This is an optimization exercise on Yosys and OpenROAD, whose aim is a short achievable clock period and few clock cycles, not a production implementation. Only simulation tests tie the RTL to the original design; equivalence was not proved. Power and IR drop assume default switching activity.

`design.v`:
```
`timescale 1ns / 1ps
`timescale 1ns / 1ps
module ALU_DEC(
  input [5:0] oper,  
  input CFi,
  output b_en, notb, cin,
  output c_xor, c_and, c_or, c_nor, c_sum, c_shl, c_shr, arth, rotate,
  output ALU_en
  );
  wire A2 = oper[5], A1 = oper[4], A0 = oper[3], G1 = oper[2], G0 = oper[1], F = oper[0];
  wire xa = A2 & ~A1 & ~A0;
  wire sh = ~A2 & ~A1 & A0;
  wire on = A2 & ~A1 & A0;
  assign b_en = A2;
  assign notb = A1 & A0;
  assign c_xor = ~F & xa;
  assign c_and = F & xa;
  assign c_or = ~F & on;
  assign c_nor = F & on;
  assign c_sum = A1;
  assign c_shl = ~F & sh;
  assign c_shr = F & sh;
  assign arth = sh & ~G1 & G0;
  assign rotate = sh & G1 & ~G0;
  assign cin = notb ^ (CFi & ((F & A1 & ~A0) | (sh & G1 & G0)));
  assign ALU_en = A2 | A1 | A0;
endmodule
module ALU(
  input [15:0] Ai, nb,  
  input cin, notb,
  input c_xor, c_and, c_or, c_nor, c_sum, c_shl, c_shr, arth, rotate,
  input wb,
  output [15:0] Qo,
  output CF, ZF, SF, VF, HCF
  );
  wire [16:0] s = {1'b0, Ai} + {1'b0, nb} + {16'h0, cin};
  wire [15:0] x = nb ^ Ai;
  wire [16:0] ca = {s[16], s[15:1] ^ x[15:1], cin};
  wire [16:0] c = c_sum ? ca : c_shl ? {Ai, cin} : {16'h0, cin};
  wire sar = arth & (wb ? Ai[7] : Ai[15]);
  wire rot = rotate & ((wb ? c[8] : c[16]) | (Ai[0] & c_shr));
  wire sr = (sar | rot) & c_shr;
  wire [15:0] rin = {sr & ~wb, Ai[15:9], Ai[8] | (sr & wb), Ai[7:1]};
  wire [15:0] q = ({16{c_xor}} & x) | ({16{c_sum}} & s[15:0]) |
                  ({16{c_and}} & (nb & Ai)) | ({16{c_or}} & (nb | Ai)) |
                  ({16{c_nor}} & ~(nb | Ai)) | ({16{c_shl}} & c[15:0]) |
                  ({16{c_shr}} & rin);
  assign Qo = {q[15:1], q[0] | (rot & c_shl)};
  assign CF = (notb ^ (wb ? c[8] : c[16])) | (Ai[0] & c_shr);
  wire lo_zero = ~|Qo[7:0];
  wire hi_zero = ~|Qo[15:8];
  assign ZF = wb ? lo_zero : (lo_zero & hi_zero);
  assign SF = wb ? Qo[7] : Qo[15];
  assign VF = wb ? (c[8] ^ c[7]) : (c[16] ^ c[15]);
  assign HCF = c[4];
endmodule
`timescale 1ns / 1ps
module REGU(
  input clk, rst,
  input exec,                      
  input [15:0] alu_Q, mem_data,
  input [15:0] pc_next,
  input [7:0] wr_itr, wr_gpr,      
  input wr_ss, wr_ds, wr_cs,
  input twb,
  input ALU_en, awb,
  input mem_wr,                    
  input [2:0] rsel_a,
  input [1:0] rsel_b,
  input [7:0] sel_itr, sel_gpr,
  input sel_ss, sel_ds, sel_cs,
  input [15:0] imm_q,
  output [15:0] out_A, out_B, main_bus,
  output [15:0] PC, V2, ACC,
  output reg [7:0] CS, DS, SS
  );
  reg [7:0] lo_ITR [7:0];
  reg [7:0] hi_ITR [7:0];
  reg [7:0] lo_GPR [7:0];
  reg [7:0] hi_GPR [7:0];
  integer i;
  always @(posedge clk or posedge rst) begin
    if (rst) begin
      for (i = 0; i < 8; i = i + 1) begin
        lo_ITR[i] <= 8'h00; hi_ITR[i] <= 8'h00;
        lo_GPR[i] <= 8'h00; hi_GPR[i] <= 8'h00;
      end
      CS <= 8'hff;
      DS <= 8'hff;
      SS <= 8'hff;
    end
    else begin
      if (exec) begin
        {hi_ITR[7], lo_ITR[7]} <= pc_next;
        for (i = 0; i < 7; i = i + 1) begin
          if (wr_itr[i]) begin
            lo_ITR[i] <= main_bus[7:0];
            if (!twb) hi_ITR[i] <= main_bus[15:8];
          end
        end
        for (i = 0; i < 8; i = i + 1) begin
          if (wr_gpr[i]) begin
            lo_GPR[i] <= main_bus[7:0];
            if (!twb) hi_GPR[i] <= main_bus[15:8];
          end
        end
        if (wr_ss) SS <= main_bus[7:0];
        if (wr_ds) DS <= main_bus[7:0];
        if (wr_cs) CS <= main_bus[7:0];
        if (ALU_en) begin
          lo_ITR[3] <= alu_Q[7:0];
          if (!awb) hi_ITR[3] <= alu_Q[15:8];
        end
      end
      if (mem_wr) begin
        lo_ITR[2] <= mem_data[7:0];
        if (!awb) hi_ITR[2] <= mem_data[15:8];
      end
    end
  end
  reg [15:0] bus_r;
  always @* begin
    bus_r = imm_q | {8'h00, ({8{sel_ss}} & SS) | ({8{sel_ds}} & DS) | ({8{sel_cs}} & CS)};
    for (i = 0; i < 8; i = i + 1)
      bus_r = bus_r | ({16{sel_itr[i]}} & {hi_ITR[i], lo_ITR[i]}) |
                      ({16{sel_gpr[i]}} & {hi_GPR[i], lo_GPR[i]});
  end
  assign main_bus = bus_r;
  assign out_A = { hi_ITR[rsel_a], lo_ITR[rsel_a] };
  assign out_B = { hi_ITR[rsel_b], lo_ITR[rsel_b] };
  assign PC = {hi_ITR[7], lo_ITR[7]};
  assign V2 = {hi_ITR[2], lo_ITR[2]};
  assign ACC = {hi_ITR[3], lo_ITR[3]};
endmodule
`timescale 1ns / 1ps
module DEC(
  input [15:0] IRH, IRL,
  input [4:0] flags,
  output ctrlo, aluo, poso, immo,
  output [4:0] pcpos,
  output [2:0] isrc, idst,
  output twb,
  output tgpr_dst, titr_dst, tss_dst, tds_dst, tcs_dst,
  output tgpr_src, titr_src, tss_src, tds_src, tcs_src,
  output [15:0] imm_value,
  output [5:0] alu_opc,
  output [2:0] iscra,
  output [1:0] iscrb,
  output awb,
  output new_carry_flag,
  output pc_write, cs_write,
  output branch
  );
  wire poso1 = ~IRH[15] & ~IRH[14];
  assign ctrlo = ~IRH[15] & IRH[14];
  assign poso = poso1 | (ctrlo & ~IRL[0]);
  assign immo = IRH[15] | (ctrlo & IRL[0]);
  assign aluo = IRH[15] | poso1;
  wire [3:0] ir_flags = IRH[7:4];
  wire hc_temp  = flags[0] & (~ir_flags[3]) & (~ir_flags[2]) & (~ir_flags[1]);
  wire c_temp   = flags[4] & (~ir_flags[3]) & ir_flags[1];
  wire z_temp1  = flags[3] & (~ir_flags[3]) & ir_flags[2];
  wire s_temp   = flags[2] & ir_flags[3]    & (~ir_flags[2]) & (~ir_flags[1]);
  wire v_temp   = flags[1] & ir_flags[3]    & (~ir_flags[2]) & ir_flags[1];
  wire ls_temp  = (flags[1] ^ flags[2])     & ir_flags[3]    & ir_flags[2];
  wire z_temp2  = flags[3] & ir_flags[3]    & ir_flags[2]    & ir_flags[1];
  wire branch_signal = ir_flags[0] ^ (hc_temp | c_temp | z_temp1 | v_temp |
                                      s_temp | ls_temp | z_temp2);
  assign branch = branch_signal;
  assign pcpos = ((branch_signal | (~IRH[13])) & poso) ? IRH[12:8] : 5'h0;
  wire bit_D = IRH[3];
  wire bit_18 = IRH[2];
  wire bit_14 = IRL[14];
  assign twb = IRL[10];
  wire pstr_oper = poso, imm_oper = immo;
  assign isrc = bit_D ? {IRH[1:0], IRL[15]} : IRL[13:11];
  assign idst = bit_D ? IRL[13:11] : {IRH[1:0], IRL[15]};
  assign tgpr_src = ({pstr_oper, bit_D, bit_14} == 3'b100);
  assign titr_src = ({pstr_oper, bit_D, bit_18} == 3'b111 ||
                     {pstr_oper, bit_D, bit_14} == 3'b101);
  assign tcs_src  = ({pstr_oper, bit_D, bit_18, IRH[1:0], IRL[15]} == 6'b110100);
  assign tds_src  = ({pstr_oper, bit_D, bit_18, IRH[1:0], IRL[15]} == 6'b110010);
  assign tss_src  = ({pstr_oper, bit_D, bit_18, IRH[1:0], IRL[15]} == 6'b110001);
  assign tgpr_dst = ({pstr_oper, imm_oper, bit_14} == 3'b010 ||
                     {pstr_oper, bit_D, bit_14}    == 3'b110);
  assign titr_dst = ({pstr_oper, imm_oper, bit_14} == 3'b011 ||
                     {pstr_oper, bit_D, bit_14}    == 3'b111 ||
                     {pstr_oper, bit_D, bit_18}    == 3'b101);
  assign tcs_dst  = ({pstr_oper, imm_oper, IRH[1], twb} == 4'b0111 ||
                     {pstr_oper, bit_D, bit_18, IRH[1]} == 4'b1001);
  assign tds_dst  = ({pstr_oper, imm_oper, IRH[1], twb} == 4'b0111 ||
                     {pstr_oper, bit_D, bit_18, IRH[0]} == 4'b1001);
  assign tss_dst  = ({pstr_oper, imm_oper, IRH[1], twb} == 4'b0111 ||
                     {pstr_oper, bit_D, bit_18, IRL[15]} == 4'b1001);
  assign imm_value = {twb ? 8'h00 : {IRH[6:0], IRL[15]},
                      aluo ? IRH[14] : IRL[5], IRH[13:7]};
  assign alu_opc = aluo ? {IRL[8:6], IRL[2:0]} : 6'h0;
  assign iscra = IRL[5:3];
  assign iscrb = IRL[2:1];
  assign awb = IRL[9];
  assign new_carry_flag = IRL[4] ? IRL[3] : flags[4] ^ IRL[3];
  assign pc_write = titr_dst && idst == 3'h7;
  assign cs_write = !titr_dst && !tgpr_dst && tcs_dst;
endmodule
module CPU(
  input clk, rst, ready,
  input [15:0] data_in,
  output reg load, store,
  output reg code_seg, data_seg, stack_seg,
  output alu_wb,
  output [23:0] addr_out,
  output [15:0] data_out
  );
  reg [15:0] IR [1:0];  
  reg [4:0] flags;  
  reg st_H, st_L, st_M, st_B;  
  reg xe;  
  reg [23:0] addr_r;
  reg [15:0] dout;
  reg wb_out;
  reg [15:0] opA, opNB, npc;
  reg [23:0] nxa;  
  reg [7:0] q_sel_itr, q_sel_gpr, q_wr_itr, q_wr_gpr;
  reg q_sel_ss, q_sel_ds, q_sel_cs, q_wr_ss, q_wr_ds, q_wr_cs, q_twb, q_pcw, q_csw;
  reg [15:0] imm_q;
  reg q_notb, q_cin, q_xor, q_and, q_or, q_nor, q_sum, q_shl, q_shr, q_arth, q_rot, q_alu_en;
  wire [15:0] rd_A, rd_B, bus_q, alu_Qo, PC, V2, ACC;
  wire [7:0] CS, DS, SS;
  wire ctrlo, aluo, poso, immo, twb, awb, new_carry_flag;
  wire tgpr_dst, titr_dst, tss_dst, tds_dst, tcs_dst;
  wire tgpr_src, titr_src, tss_src, tds_src, tcs_src;
  wire [4:0] pcpos;
  wire [2:0] isrc, idst, iscra;
  wire [1:0] iscrb;
  wire [15:0] imm_value;
  wire [5:0] alu_opc_x;
  wire pc_write, cs_write, dec_x_branch;
  DEC dec_x(IR[1], IR[0], flags,
    ctrlo, aluo, poso, immo, pcpos, isrc, idst, twb,
    tgpr_dst, titr_dst, tss_dst, tds_dst, tcs_dst,
    tgpr_src, titr_src, tss_src, tds_src, tcs_src,
    imm_value, alu_opc_x, iscra, iscrb, awb, new_carry_flag,
    pc_write, cs_write, dec_x_branch);
  wire n_ctrlo, n_aluo, n_poso, n_immo, n_twb, n_awb, n_ncf;
  wire n_tgpr_dst, n_titr_dst, n_tss_dst, n_tds_dst, n_tcs_dst;
  wire n_tgpr_src, n_titr_src, n_tss_src, n_tds_src, n_tcs_src;
  wire [4:0] n_pcpos;
  wire [2:0] n_isrc, n_idst, n_iscra;
  wire [1:0] n_iscrb;
  wire [15:0] n_imm_value;
  wire [5:0] n_alu_opc;
  wire n_pc_write, n_cs_write, n_branch;
  DEC dec_n(IR[1], data_in, flags,
    n_ctrlo, n_aluo, n_poso, n_immo, n_pcpos, n_isrc, n_idst, n_twb,
    n_tgpr_dst, n_titr_dst, n_tss_dst, n_tds_dst, n_tcs_dst,
    n_tgpr_src, n_titr_src, n_tss_src, n_tds_src, n_tcs_src,
    n_imm_value, n_alu_opc, n_iscra, n_iscrb, n_awb, n_ncf,
    n_pc_write, n_cs_write, n_branch);
  wire n_b_en, n_notb, n_cin, n_xor, n_and, n_or, n_nor, n_sum, n_shl, n_shr, n_arth, n_rot, n_alu_en;
  ALU_DEC alu_dec(n_alu_opc, flags[4],
    n_b_en, n_notb, n_cin, n_xor, n_and, n_or, n_nor, n_sum, n_shl, n_shr, n_arth, n_rot,
    n_alu_en);
  wire CF, ZF, SF, VF, HCF;
  ALU alu(
    opA, opNB, q_cin, q_notb,
    q_xor, q_and, q_or, q_nor, q_sum, q_shl, q_shr, q_arth, q_rot,
    awb,
    alu_Qo,
    CF, ZF, SF, VF, HCF
  );
  wire [15:0] pc_next = q_pcw ? {q_twb ? PC[15:8] : bus_q[15:8], bus_q[7:0]} : npc;
  wire [7:0] cs_next = q_csw ? bus_q[7:0] : CS;
  wire [7:0] n_isrc_oh = 8'h1 << n_isrc;
  wire [7:0] n_idst_oh = 8'h1 << n_idst;
  wire n_seg_dst = ~n_titr_dst & ~n_tgpr_dst;
  wire mem_wr = st_M & ready & ~IR[0][7];
  REGU regu(
    clk, rst, xe,
    alu_Qo, data_in,
    pc_next,
    q_wr_itr, q_wr_gpr,
    q_wr_ss, q_wr_ds, q_wr_cs,
    q_twb,
    q_alu_en, awb,
    mem_wr,
    n_iscra, n_iscrb,
    q_sel_itr, q_sel_gpr,
    q_sel_ss, q_sel_ds, q_sel_cs,
    imm_q,
    rd_A, rd_B, bus_q,
    PC, V2, ACC,
    CS, DS, SS
  );
  wire [15:0] pc_seq = PC + 16'h4;
  wire [15:0] pc_br = PC + {{10{IR[1][12]}}, IR[1][11:8], 2'b00} + 16'h4;
  wire br_ok = ~IR[1][15] & (dec_x_branch | ~IR[1][13]) & (|IR[1][12:8]);
  wire n_br = br_ok & ~(IR[1][14] & data_in[0]);
  wire [15:0] pc_pred = n_br ? pc_br : pc_seq;
  wire n_mem = IR[1][15:14] == 2'b01 && data_in[8];
  wire n_bub = n_pc_write | n_cs_write;
  wire [23:0] a_L = n_mem ? {data_in[6] ? SS : DS, ACC} : {CS, pc_pred};
  wire [23:0] a_nx = xe ? {cs_next, pc_next} : nxa;
  wire [23:0] a_rdy = st_L ? a_L :
                      st_H ? (load ? {addr_r[23:16], addr_r[15:0] + 16'h2} : addr_r) :
                      st_M ? a_nx : addr_r;
  wire [23:0] a_next = ready ? a_rdy : (st_B ? a_nx : addr_r);
  always @(posedge clk or posedge rst) begin
    if (rst) begin
      IR[1] <= 16'h0; IR[0] <= 16'h0;
      st_H <= 1'b1; st_L <= 1'b0; st_M <= 1'b0; st_B <= 1'b0;
      xe <= 1'b0;
      load <= 1'b0;
      store <= 1'b0;
      code_seg <= 1'b1; data_seg <= 1'b0; stack_seg <= 1'b0;
      addr_r <= 24'hff0000;
      dout <= 16'h0; wb_out <= 1'b0;
      opA <= 16'h0; opNB <= 16'h0; npc <= 16'h0; nxa <= 24'h0;
      q_sel_itr <= 8'h0; q_sel_gpr <= 8'h0; q_wr_itr <= 8'h0; q_wr_gpr <= 8'h0;
      q_sel_ss <= 1'b0; q_sel_ds <= 1'b0; q_sel_cs <= 1'b0;
      q_wr_ss <= 1'b0; q_wr_ds <= 1'b0; q_wr_cs <= 1'b0;
      q_twb <= 1'b0; q_pcw <= 1'b0; q_csw <= 1'b0; imm_q <= 16'h0;
      q_notb <= 1'b0; q_cin <= 1'b0; q_xor <= 1'b0; q_and <= 1'b0; q_or <= 1'b0;
      q_nor <= 1'b0; q_sum <= 1'b0; q_shl <= 1'b0; q_shr <= 1'b0; q_arth <= 1'b0;
      q_rot <= 1'b0; q_alu_en <= 1'b0;
    end
    else begin
      xe <= 1'b0;
      addr_r <= a_next;
      if (xe) nxa <= {cs_next, pc_next};
      if (st_H) begin
        if (ready && load) begin
          IR[1] <= data_in;
          st_H <= 1'b0; st_L <= 1'b1;
        end
        else load <= 1'b1;
      end
      if (st_L) begin
        IR[0] <= data_in;
        opA <= rd_A;
        opNB <= ({16{n_b_en}} & rd_B) ^ {16{n_notb}};
        q_notb <= n_notb; q_cin <= n_cin; q_xor <= n_xor; q_and <= n_and; q_or <= n_or;
        q_nor <= n_nor; q_sum <= n_sum; q_shl <= n_shl; q_shr <= n_shr; q_arth <= n_arth;
        q_rot <= n_rot; q_alu_en <= n_alu_en;
        npc <= pc_pred;
        q_sel_itr <= {8{n_titr_src}} & n_isrc_oh;
        q_sel_gpr <= {8{n_tgpr_src}} & n_isrc_oh;
        q_sel_ss <= n_tss_src; q_sel_ds <= n_tds_src; q_sel_cs <= n_tcs_src;
        imm_q <= {16{n_immo}} & n_imm_value;
        q_wr_itr <= {8{n_titr_dst}} & n_idst_oh & 8'h7f;
        q_wr_gpr <= {8{~n_titr_dst & n_tgpr_dst}} & n_idst_oh;
        q_wr_ss <= n_seg_dst & n_tss_dst;
        q_wr_ds <= n_seg_dst & n_tds_dst;
        q_wr_cs <= n_seg_dst & n_tcs_dst;
        q_twb <= n_twb; q_pcw <= n_pc_write; q_csw <= n_cs_write;
        dout <= V2;
        if (n_mem) wb_out <= data_in[9];
      end
      if (st_L && ready) begin
        st_L <= 1'b0;
        xe <= 1'b1;
        if (n_mem) begin
          st_M <= 1'b1;
          load <= ~data_in[7];
          store <= data_in[7];
          code_seg <= 1'b0;
          data_seg <= ~data_in[6];
          stack_seg <= data_in[6];
        end
        else if (n_bub) begin
          st_B <= 1'b1;
          load <= 1'b0;
        end
        else st_H <= 1'b1;
      end
      if ((st_M & ready) | st_B) begin
        st_M <= 1'b0; st_B <= 1'b0; st_H <= 1'b1;
        load <= 1'b1; store <= 1'b0;
        code_seg <= 1'b1; data_seg <= 1'b0; stack_seg <= 1'b0;
      end
    end
  end
  always @(posedge clk or posedge rst) begin
    if (rst) begin
      flags <= 5'b00000;
    end
    else if (xe) begin
      if (q_alu_en) begin
        flags <= {CF, ZF, SF, VF, HCF};
      end
      else if (ctrlo) begin
        flags[4] <= new_carry_flag;
      end
    end
  end
  assign alu_wb = wb_out;
  assign addr_out = addr_r;
  assign data_out = dout;
endmodule
```
`flow/run.sh`:
```
#!/bin/bash
# Own layout flow: the standard flow, with two changes to how cells are
# chosen after synthesis:
#  - every input and output port is buffered with sky130_fd_sc_hd__buf_4
#    (the standard flow lets the resizer pick the port buffer, and it picks a
#    delay cell, clkdlybuf4s50_1);
#  - the delay cells (clkdlybuf4s*, dlygate*, dlymetal*) are added to the
#    platform's DONT_USE_CELLS for the steps after synthesis, so the resizer
#    does not repair slew and long wires with delay cells.
# Synthesis is the standard synthesis, run unchanged.
set -euo pipefail
bash standard.sh synth > flow_synth.log 2>&1
# the platform's own list, as ORFS's make reads it
base=$(make -s -C "$FLOW_HOME" DESIGN_CONFIG="$PWD/config.mk" WORK_HOME="$PWD/orfs" print-DONT_USE_CELLS 2> flow_dont_use.log | sed -n 's/^DONT_USE_CELLS: *//p')
echo "platform DONT_USE_CELLS: $base" >> flow_dont_use.log
[[ -n "$base" ]] || { echo "no DONT_USE_CELLS from ORFS" >&2; exit 1; }
delay="sky130_fd_sc_hd__clkdlybuf4s15_1 sky130_fd_sc_hd__clkdlybuf4s15_2 sky130_fd_sc_hd__clkdlybuf4s18_1 sky130_fd_sc_hd__clkdlybuf4s18_2 sky130_fd_sc_hd__clkdlybuf4s25_1 sky130_fd_sc_hd__clkdlybuf4s25_2 sky130_fd_sc_hd__clkdlybuf4s50_1 sky130_fd_sc_hd__clkdlybuf4s50_2 sky130_fd_sc_hd__dlygate4sd1_1 sky130_fd_sc_hd__dlygate4sd2_1 sky130_fd_sc_hd__dlygate4sd3_1 sky130_fd_sc_hd__dlymetal6s2s_1 sky130_fd_sc_hd__dlymetal6s4s_1 sky130_fd_sc_hd__dlymetal6s6s_1"
export BUFFER_PORTS_ARGS="-buffer_cell sky130_fd_sc_hd__buf_4"
bash standard.sh finish "DONT_USE_CELLS=$base $delay" > flow_layout.log 2>&1
```
`standard.sh`:
```
#!/bin/bash
# synth_recipe.tcl (not shown) runs the flow's synth.tcl, then flattens the netlist and writes it again
# the make line also repeats each setting of config.mk as NAME=value (left out here)
make -C /OpenROAD-flow-scripts/flow DESIGN_CONFIG=/design/flow/config.mk WORK_HOME=/design/flow/orfs CLKGATE_MAP_FILE= SYNTH_SCRIPT=/design/flow/synth_recipe.tcl "${@:-finish}"
```
`config.mk`:
```
export PLATFORM = sky130hd
export DESIGN_NAME = CPU
export DESIGN_NICKNAME = CPU
export VERILOG_FILES = /design/flow/design.v
export SDC_FILE = /design/flow/constraint.sdc
export NUM_CORES = 4
export LEC_CHECK = 0
export CAP_MARGIN = 75
export CORE_MARGIN = 2
export CORE_UTILIZATION = 55
export SETUP_SLACK_MARGIN = 5
export SLEW_MARGIN = 75
```
`constraint.sdc`:
```
create_clock -name core_clock -period 13.0 [get_ports {clk}]
set_input_delay 2.6000 -clock core_clock [delete_from_list [all_inputs] [get_ports {clk}]]
set_output_delay 2.6000 -clock core_clock [all_outputs]
set_load 0.01 [all_outputs]
```
==> flow_summary_export.csv <==
group,metric,value,unit
run_status,status,"timing/DRC/antenna clean",
critical_path,cp-end-kind,"register",
timing,tns,0,ns
global_route,grt-ovfl-total,0,
logic_synthesis,synthMuxAreaShare,6.61,%
timing,fmax,246,MHz
die,die_x,222,microns
critical_path,reg2reg_slack,9.47,ns
cts,cts_htree_levels,2,
power,power.share.combinational,45.5,%
global_route,first_global_vias,22549,
logic_synthesis,synth_fa_ha_area_share,3.05,%
logic_synthesis,syn_inst,2807,
logic_synthesis,syn_area,0.0262,sq mm
power,p_leak,0.0129,uW
cts,cts.hold.buffers_added,0,
cts,insertion_delay,0.62,ns
final_layout,antennaDiodeCount,0,
global_route,grt_pass1_wl,147,mm
critical_path,worst_ep_arrival_time,4.56,ns
cts,cts_resized,0,
logic_synthesis,synth-compound-area-share,23.1,%
critical_path,critPathLaunchType,"primary input",
global_route,grtUsageMet1,56.6,%
critical_path,worstRegToRegCells,11,
final_layout,drive_gt1_share,20.5,%
global_route,met3_usage,8.37,%
power,switchingPower,4050,uW
logic_synthesis,postSynth.asyncResetShare,100,%
die,ios,65,
final_layout,final_cell_mix,"dfrtp_1 (404), nand2_1 (304), a21oi_1 (297)",
global_route,grt_max_degree,50,
logic_synthesis,synth-xor-area-share,1.87,%
global_route,grt_usage,39.4,%
logic_synthesis,synth_seq_area_share,47.4,%
timing,tightest_slew,0.397,ns
power,seq_power_share,36.3,%
job,maxCapViolCount,0,
global_route,antenna_found_initial,2,
global_route,use_met2,58.5,%
final_layout,fill_cells,3849,
power,ir_drop,0.137,mV
logic_synthesis,yosys_warnings,8,
cts,clockBufferDepth,3,
route,drc_errors,0,
logic_synthesis,synthesis.nets,2888,
cts,tritoncts,"done",
die,start_util,56.1,%
die,row_count,79,
route,via_per_inst,6.75,
logic_synthesis,synthSimpleGateAreaFrac,13.3,%
logic_synthesis,synth_edf_count,0,
final_layout,area_growth,16.7,%
timing,slew_viol_final,0,
final_layout,nets,2916,
critical_path,crit_fanout,11,
critical_path,crit_required,13.50,ns
route,drt_first_pass_iters,9,
route,via_count,23525,
placed_design,gp_congestion,0.936,
timing,fin_skew,0.0287,ns
timing,setup_violations,0,
timing,hold_viol_final,0,
logic_synthesis,synth_seq_cells,495,
route,drt-total-wl,96.9,mm
logic_synthesis,synthDistinctLibCells,81,
power,power_density,288,mW/mm^2
die,die-area,0.0494,sq mm
cts,cts.clk_slew.worst_paths,0.06,ns
power,swShare,45.9,%
route,drtIter0Drc,3053,
final_layout,layout_commonest_cell,"dfrtp_1",
cts,cts.sinks,495,
logic_synthesis,synthFlopType,"dfrtp_1",
timing,maxSlewHeadroom,72.7,%
timing,hold_slack,0.481,ns
logic_synthesis,syn_avg_cell_area,9.34,sq um
critical_path,critPathKind,"in2reg",
cts,postCtsSetupBuffers,0,
placed_design,io_buffer_count,64,
worst_hold_path,worstHoldStart,"regu.hi_GPR[3][4]$_DFFE_PP0P_",
timing,layout_min_cycle_time,4.06,ns
critical_path,r2r-end,"flags[3]$_DFFE_PP0P_",
die,die_y,222,microns
die,fp.coreArea,0.0468,sq mm
worst_hold_path,min_path_cells,2,
worst_hold_path,min_to,"regu.hi_GPR[3][4]$_DFFE_PP0P_",
placed_design,hpwl,70.9,mm
route,wire_per_inst,27.8,microns
cts,numCtsBuffers,53,
power,clkPwrFrac,18.2,%
worst_hold_path,hold_path.class,"reg2reg",
timing,finalCritPeriodShare,31.3,%
cts,cts_root_buf,"clkbuf_16",
critical_path,reg2reg_from,"opA[0]$_DFFE_PP0P_",
power,finalPower,8810,uW
route,ant_nets,0,
power,p_int,4760,uW
global_route,top_usage_layer,"met2",
timing,rsz0062_at_grt,"false",
logic_synthesis,synth_top_family_by_area,"compound AO/OA/AOI/OAI gates",
-- power groups by stage --
stage	combinational (uW)	sequential, uW	clock, uW
global placement	3380	3140	0
CTS	3860	3140	1610
floorplan	2510	2670	0
finish	4000	3200	1610
global route	4340	3250	1670
detailed placement	3830	3160	0
-- worst max path at each step --
| stage | start | to | slack (ns) | depth (start not counted) |
|---|---|---|---|---|
| after global placement | rst | regu.lo_GPR[0][0]$_DFFE_PP0P_ | 7.58 | 4 |
| after detailed placement | data_in[0] | addr_r[15]$_DFFE_PP0P_ | 8.38 | 9 |
| final | data_in[0] | addr_r[11]$_DFFE_PP0P_ | 8.94 | 9 |
| after CTS | data_in[0] | addr_r[15]$_DFFE_PP0P_ | 8.99 | 9 |
| after global routing | data_in[0] | addr_r[11]$_DFFE_PP0P_ | 8.83 | 9 |
| after floorplan | rst | IR[0][3]$_DFFE_PP0P_ | 3.71 | 1 |
-- registers in the layout (all words and copies together) (netlist names), 16 cells and up --
| name | count |
|---|---|
| IR | 20 |
| addr_r | 24 |
| dout | 16 |
| imm_q | 16 |
| npc | 16 |
| nxa | 24 |
| opA | 16 |
| opNB | 16 |
| regu.hi_GPR | 64 |
| regu.hi_ITR | 64 |
| regu.lo_GPR | 64 |
| regu.lo_ITR | 64 |
-- layer usage --
metal	wire, microns	vias up
met3	10300	228
met5	26	-
met1	40100	11723
met2	42500	1388
li1	-	10182
met4	3980	4
-- per-stage QoR --
stage | instance area [sq um] | util (%) | setup WS (ns) | instances
after floorplan | 26200 | - | 3.71 | 2807
after global placement | 26900 | 57.6 | 7.58 | 3309
after detailed placement | 28500 | 61.0 | 8.38 | 3375
after CTS | 30300 | 64.9 | 8.99 | 3474
after global routing | 30600 | 65.4 | 8.83 | 3486
final | 30600 | 65.4 | 8.94 | 3486
-- synth_stat cells, types with 23 or more instances --
cell       number  area share, %
dfrtp_1       461             44
nand2_1       321            4.6
a21oi_1       305            5.8
nor2_1        291            4.2
o21ai_0       225            4.3
clkbuf_1      197            2.8
a22oi_1       115            3.3
inv_1          92            1.3
ha_1           59            2.8
mux2_2         53            2.3
nand3_1        47           0.90
o2bb2ai_1      42            1.4
xnor2_1        38            1.3
mux2i_1        37            1.4
dfstp_2        34            3.4
mux4_2         34            2.9
a211oi_1       30           0.86
nor3_1         26           0.50
a22o_1         25           0.84
o211ai_1       24           0.69
nand4_1        23           0.55
-- logic make-up after synthesis --
logic type / count (synthesis)
buffers and inverters: 321
AOI/OAI and AO/OA: 941
adders and majority gates: 62
DFF: 495
muxes: 124
xor gates and xnor gates: 56
and+or+nand+nor: 808
-- final cells by class --
| class | count | area (sq um) | share of cell area [%] |
|---|---|---|---|
| inverter | 95 | 378 | 1.24 |
| timing repair buffer | 199 | 1700 | 5.57 |
| multi-input combinational | 1991 | 13400 | 43.8 |
| sequential | 495 | 12500 | 41.0 |
| clock inverter | 17 | 251 | 0.822 |
| tap | 607 | 759 | 2.48 |
| clock buffer | 82 | 1570 | 5.12 |
-- worst max-delay path, stage by stage --
cell	delay, ns
buf_4	0.16
a21oi_2	0.30
nand2_1	0.21
nor2_4	0.27
buf_4	0.22
buf_4	0.21
mux2i_1	0.25
o221ai_1	0.15
o22a_1	0.17
Testbench counts, summed over its fixed seeds: cycles 26,244.

## separate check: timing with driven ports
No port has a modelled driver above. Below, the same layout with a new extraction and two added sets of constraints.
Step 1: set_driving_cell puts a clkbuf_16 on clk and a buf_2 on each other input, an assumption about the parent block.
Step 2 times the ports against the registers' clock, not the clock port: input delays grow and output delays shrink by t, the midpoint of the rising clock arrivals with the driver on.
Three values: no drivers, after step 1, after step 2; two values: the first two.
t, ns: 0.671
setup WS [ns]: 8.937 / 8.978 / 8.306
worst slew at a driven data input, ns: 0.10
After both steps setup and hold are still met in this run. The setup slack of this run moves by +0.041 ns with the drivers and by -0.631 ns with both steps.
